Context: an optimization exercise on an open-source flow, tuned for small area and a short achievable clock period. The choices shown serve that exercise and are no tape-out recipe. Only simulation tests tie the RTL to the original design; equivalence was not proved.

## flow/design.v (module list and top-level ports; edited modules follow where they fit)
// module IIR: 1948 lines
// module FA: 4 lines
// module HA: 4 lines
module IIR(clk, rst, Start, load, DIn, RAddr, data_done, WEN, Yn, WAddr, Finish);
  // ...
==> flow/run.sh <==
#!/bin/bash
# synth_recipe.tcl (not shown) runs the flow's synth.tcl, then flattens the netlist and writes it again
# the make line also repeats each setting of config.mk as NAME=value (left out here)
make -C /OpenROAD-flow-scripts/flow DESIGN_CONFIG=/design/flow/config.mk WORK_HOME=/design/flow/orfs CLKGATE_MAP_FILE= SYNTH_SCRIPT=/design/flow/synth_recipe.tcl finish
==> flow/config.mk <==
export PLATFORM = sky130hd
export DESIGN_NAME = IIR
export DESIGN_NICKNAME = IIR
export VERILOG_FILES = /design/flow/design.v
export SDC_FILE = /design/flow/constraint.sdc
export NUM_CORES = 4
export LEC_CHECK = 0
export CAP_MARGIN = 20
export CORE_MARGIN = 2
export CORE_UTILIZATION = 40
export SLEW_MARGIN = 20
export SYNTH_HIERARCHICAL = 1
export SYNTH_MINIMUM_KEEP_SIZE = 0
==> flow/constraint.sdc <==
create_clock -name core_clock -period 16.0 [get_ports {clk}]
set_input_delay 3.2000 -clock core_clock [delete_from_list [all_inputs] [get_ports {clk}]]
set_output_delay 3.2000 -clock core_clock [all_outputs]
set_load 0.01 [all_outputs]
==> flow_metrics.py, run 1 <==
metrics = {
    "worst_setup_path": {
        "cpPeakStageDelay_ns": 0.96,
        "critPathBufInv": 1,
        "cp_cell_sequence": "clkinv_1, o21ai_0, nand2_1, a21oi_1, a31oi_1, nand2_1, o21ai_0, o21ai_0, fa_1, fa_1, fa_1, ha_1, nor2b_1, o21a_1, o21ai_0, a21oi_1, a221oi_1, o21ai_0, o21a_1, a31o_2, a311oi_1",
        "path_depth": 21,
        "critPathMaxFanout": 29,
        "reg2reg_to": "P3[22]",
    },
    "detailed_routing": {
        "wl_met2_um": 36560,
        "num_vias": 18970,
        "wl_met1_um": 31440,
        "routed.top_layer": "met4",
    },
    "final_layout": {
        "layout_commonest_cell": "fa_1",
        "nets": 3371,
        "buffers": 113,
        "n_sequential_cell": 263,
        "final_cell_mix": "645 x fa_1, 221 x dfrtp_1, 217 x ha_1, 164 x inv_1, 147 x nor2_1",
        "drive_gt1_share_pct": 6.881,
    },
    "synthesis": {
        "yosys_warnings": 7,
        "synthAdderAreaFrac_pct": 53.25,
    },
    "status": {
        "status": "no timing/DRC/antenna violations",
    },
    "timing": {
        "holdWs_ns": 0.4275,
        "fin_worst_skew_ns": 0.03288,
        "setup_viol": 0,
        "worst_slew_pin_slew_ns": 1.031,
    },
    "cts": {
        "cts_htree_levels": 2,
        "clk_root_buffer_cell": "clkbuf_16",
    },
    "floorplanning": {
        "die-width_um": 275.0,
    },
    "placed_design": {
        "post-place-ws_ns": 8.413,
        "dpl_cell_area_sq_um": 31440,
    },
    "global_routing": {
        "use_met2_pct": 35.03,
        "grt_max_degree": 134,
    },
    "worst_hold_path": {
        "hold_depth": 0,
        "hold_path.class": "reg2reg",
    },
}
==> run 2, diff against run 1 <==
==> flow/flow/run.sh (new file) <==
#!/bin/bash
set -uo pipefail
bash standard.sh SETUP_SLACK_MARGIN=9.5 finish > flow_standard.log 2>&1
status=$?
tail -n 40 flow_standard.log
exit $status
==> flow/standard.sh (new file) <==
#!/bin/bash
# synth_recipe.tcl (not shown) runs the flow's synth.tcl, then flattens the netlist and writes it again
# the make line also repeats each setting of config.mk as NAME=value (left out here)
make -C /OpenROAD-flow-scripts/flow DESIGN_CONFIG=/design/flow/config.mk WORK_HOME=/design/flow/orfs CLKGATE_MAP_FILE= SYNTH_SCRIPT=/design/flow/synth_recipe.tcl "${@:-finish}"
removed: flow/run.sh
==> run 2 against run 1 <==
Compared with the run above:
- still clean on timing, DRC and antenna
- critical path depth shrank 9
- flip-flop and latch count is the same
- worst hold slack lost 0.027 ns
- synthesized area is the same
- clock skew grew 0.0053 ns
- synthesized cell count is the same
- global-route usage grew 0.12 points
==> flow_metrics.py, run 2 <==
metrics = {
    "status": {
        "status": "no timing/DRC/antenna violations",
    },
    "floorplanning": {
        "core_sq_um": 72830,
        "core.rowCount": 99,
        "io_pins": 79,
        "die_area_sq_um": 75640,
        "die_h_um": 275.0,
        "start_util_pct": 40.34,
        "die-width_um": 275.0,
    },
    "final_layout": {
        "area_growth_pct": 13.98,
        "nets": 3435,
        "drive_gt1_share_pct": 11.59,
        "regMostFlops": "Q",
        "largest_register_ffs": 25,
        "layout_commonest_cell": "fa_1",
        "n_antenna_cell": 0,
        "final_cell_mix": "645 x fa_1, 213 x ha_1, 204 x dfrtp_1, 149 x inv_1, 147 x nor2_1",
        "nFillCells": 6511,
    },
    "worst_setup_path": {
        "r2r_slack_ns": 9.67,
        "critPathCaptureType": "output port",
        "cp-start-kind": "flop",
        "cp.arrival_ns": 3.33,
        "crit_slowest_cell": "dfrtp_1",
        "cp_cell_sequence": "ha_4, a21oi_2, a21oi_2, o31a_1, a211oi_4, buf_12, o221ai_4, o311a_1, o31a_1, buf_12, inv_4, buf_6",
        "cpPeakStageDelay_ns": 0.40,
        "crit_type": "reg2out",
        "required_ns": 12.80,
        "critPathMaxFanout": 3,
    },
    "synthesis": {
        "yosys-top-cells-area": "fa_1 44%, dfrtp_1 19%, ha_1 9.2%",
        "avgSynthCellArea_sq_um": 12.27,
        "synth_ff_type": "dfrtp_1",
        "ys_ff_latch": 263,
        "yosysSeqAreaShare_pct": 22.58,
        "synthDistinctLibCells": 80,
        "yosysTopAreaCell": "fa_1",
        "synthCells": 2394,
        "synth_edf_count": 0,
        "synthArstFlopShare_pct": 100.0,
        "ys_top_cells_by_count": "645 x fa_1, 221 x dfrtp_1, 217 x ha_1",
        "netlist_area_sq_um": 29380,
        "yosys_warnings": 7,
        "synth.most_common_cell": "fa_1",
        "synth_top_area_share_pct": 43.94,
        "synth_fp_nets": 3276,
    },
    "cts": {
        "cts_htree_levels": 2,
        "clock_sinks": 263,
        "clk_root_buffer_cell": "clkbuf_16",
        "clkTransAtPathRegs_ns": 0.06,
        "ctsHoldBuffers": 0,
        "clk_latency_ns": 0.56,
        "cts_tree": "done",
        "clk_path_buf_depth": 3,
        "numCtsBuffers": 35,
    },
    "timing": {
        "final.period_utilization_pct": 40.80,
        "min_period_ns": 6.528,
        "fmax_mhz": 153.2,
        "slew_headroom_pct": 32.29,
        "finalMaxSlewViolations": 0,
        "hold_violations": 0,
        "fin_worst_skew_ns": 0.03822,
        "fin_setup_tns_ns": 0,
        "grt_setup_unrepaired": "yes",
        "worst_slew_pin_slew_ns": 1.016,
        "holdWs_ns": 0.4004,
        "setup_viol": 0,
    },
    "detailed_routing": {
        "drcViolationCount": 0,
        "wl_per_cell_um": 21.23,
        "routed_wl_um": 75130,
        "first_pass_iters": 5,
        "antenna_left": 0,
        "num_vias": 19180,
        "drtIter0Drc": 1274,
        "viasPerCell": 5.421,
    },
    "global_routing": {
        "grt_max_degree": 158,
        "grt_pass1_wl_um": 122600,
        "grt-ovfl-total": 0,
        "grt_pass1_vias": 21700,
        "grtUsageTotal_pct": 21.09,
        "antenna_found_initial": 2,
    },
    "placed_design": {
        "gp_congestion": 0.8686,
        "port_buffers": 78,
        "dp_hpwl_um": 59100,
    },
    "run": {
        "drv_cap": 0,
    },
    "worst_hold_path": {
        "hold_path.class": "reg2reg",
    },
}
==> run 2: stage by stage <==
stage          cells  utilization [%]  worst slack (ns)  instance area [sq um]
2_1_floorplan   2394                -             9.365                  29390
3_3_place_gp    3410            43.17             8.409                  31440
3_5_place_dp    3410            43.17             8.342                  31440
4_1_cts         3503            45.34             9.311                  33020
5_1_grt         3539            45.98             9.356                  33490
6_report        3539            45.98             9.472                  33490
==> run 2: area by class of cell <==
| cell class | count | area (sq um) | share of cell area (%) |
|---|---|---|---|
| sequential | 263 | 6670 | 19.92 |
| clock inverter | 13 | 188.9 | 0.5641 |
| timing repair buffer | 176 | 1583 | 4.726 |
| clock buffer | 51 | 1039 | 3.101 |
| inverter | 168 | 685.7 | 2.047 |
| tap | 959 | 1200 | 3.583 |
| multi-input combinational | 1909 | 22120 | 66.06 |
==> run 2: Yosys stat by module (local to each module, per instance) <==
module  times used  cells
FA             642      1
IIR              1   1706
HA              46      1
==> run 2: worst paths after layout <==
check                                from   endpoint  cells after the start
worst max-delay path               Y2s[2]     Yn[15]                     12
worst min-delay path            RAddr[12]  WAddr[12]                      0
worst max register to register      x4[0]     P3[22]                     19
worst min register to register  RAddr[12]  WAddr[12]                      0
max in group asynchronous             rst    yd1[11]                      3
min in group asynchronous             rst   WAddr[8]                      2
==> run 2: repair_timing <==
| action | CTS | global route |
|---|---|---|
| pin swaps | 9 | 14 |
| gates resized for setup | 65 | 56 |
| setup buffers | 29 | 36 |
| endpoints found under the setup margin | 37 | 37 |
==> run 2: cell families (layout without fill, tap and decap cells) <==
logic type | Yosys count | in the layout | synth area share (%)
adders and majority gates | 864 | 864 | 53.25
buffers and inverters | 222 | 408 | 2.866
AOI/OAI and AO/OA | 439 | 439 | 9.632
DFF | 263 | 263 | 22.58
xor gates and xnor gates | 114 | 114 | 3.398
muxes | 15 | 15 | 0.5578
and+or+nand+nor | 477 | 477 | 7.716
==> run 2: routing by layer <==
metal / wire [um] / track usage, %
met2: 37820 / 35.53
met5: 13 / 0
met1: 31880 / 28.89
met4: 1321 / 4.623
met3: 4102 / 3.299
==> run 2: critical path, delay by kind of cell, from the launching register on <==
kind / cells / cell delay (ns)
flops: 1 / 0.40
compound gates: 7 / 1.67
fa+ha+maj: 1 / 0.25
buf+inv: 4 / 0.44

[afterwards: timing with drivers on the ports]
How much do the figures lean on ideal ports? The routed layouts below were timed once more, with nothing changed but the port constraints.
Step 1 assumes that a clkbuf_16 drives the clock port and a buf_2 every other input.
Step 2 moves the port delays by t, midway between the first and last clock arrival at a register: inputs arrive t later, outputs are due t later. That takes back most of the time a late clock gives input paths.
a / b / c = ideal / step 1 / step 2; a / b = the first two.
| run | shift t [ns] | setup WS [ns] | slew at the worst register clock pin (ns) | worst slew at a driven data input, ns | pins driven straight from the clock port |
|---|---|---|---|---|---|
| run 1 | 0.596 | 8.179 / 8.179 / 8.179 | 0.07 / 0.07 | 0.04 | 1 |
| run 2 | 0.595 | 9.472 / 9.419 / 9.201 | 0.06 / 0.06 | 0.04 | 1 |
After both steps setup and hold are still met in every run listed. For run 2, which loses most, drivers alone change the setup slack by -0.053 ns; drivers and shift together by -0.271 ns.
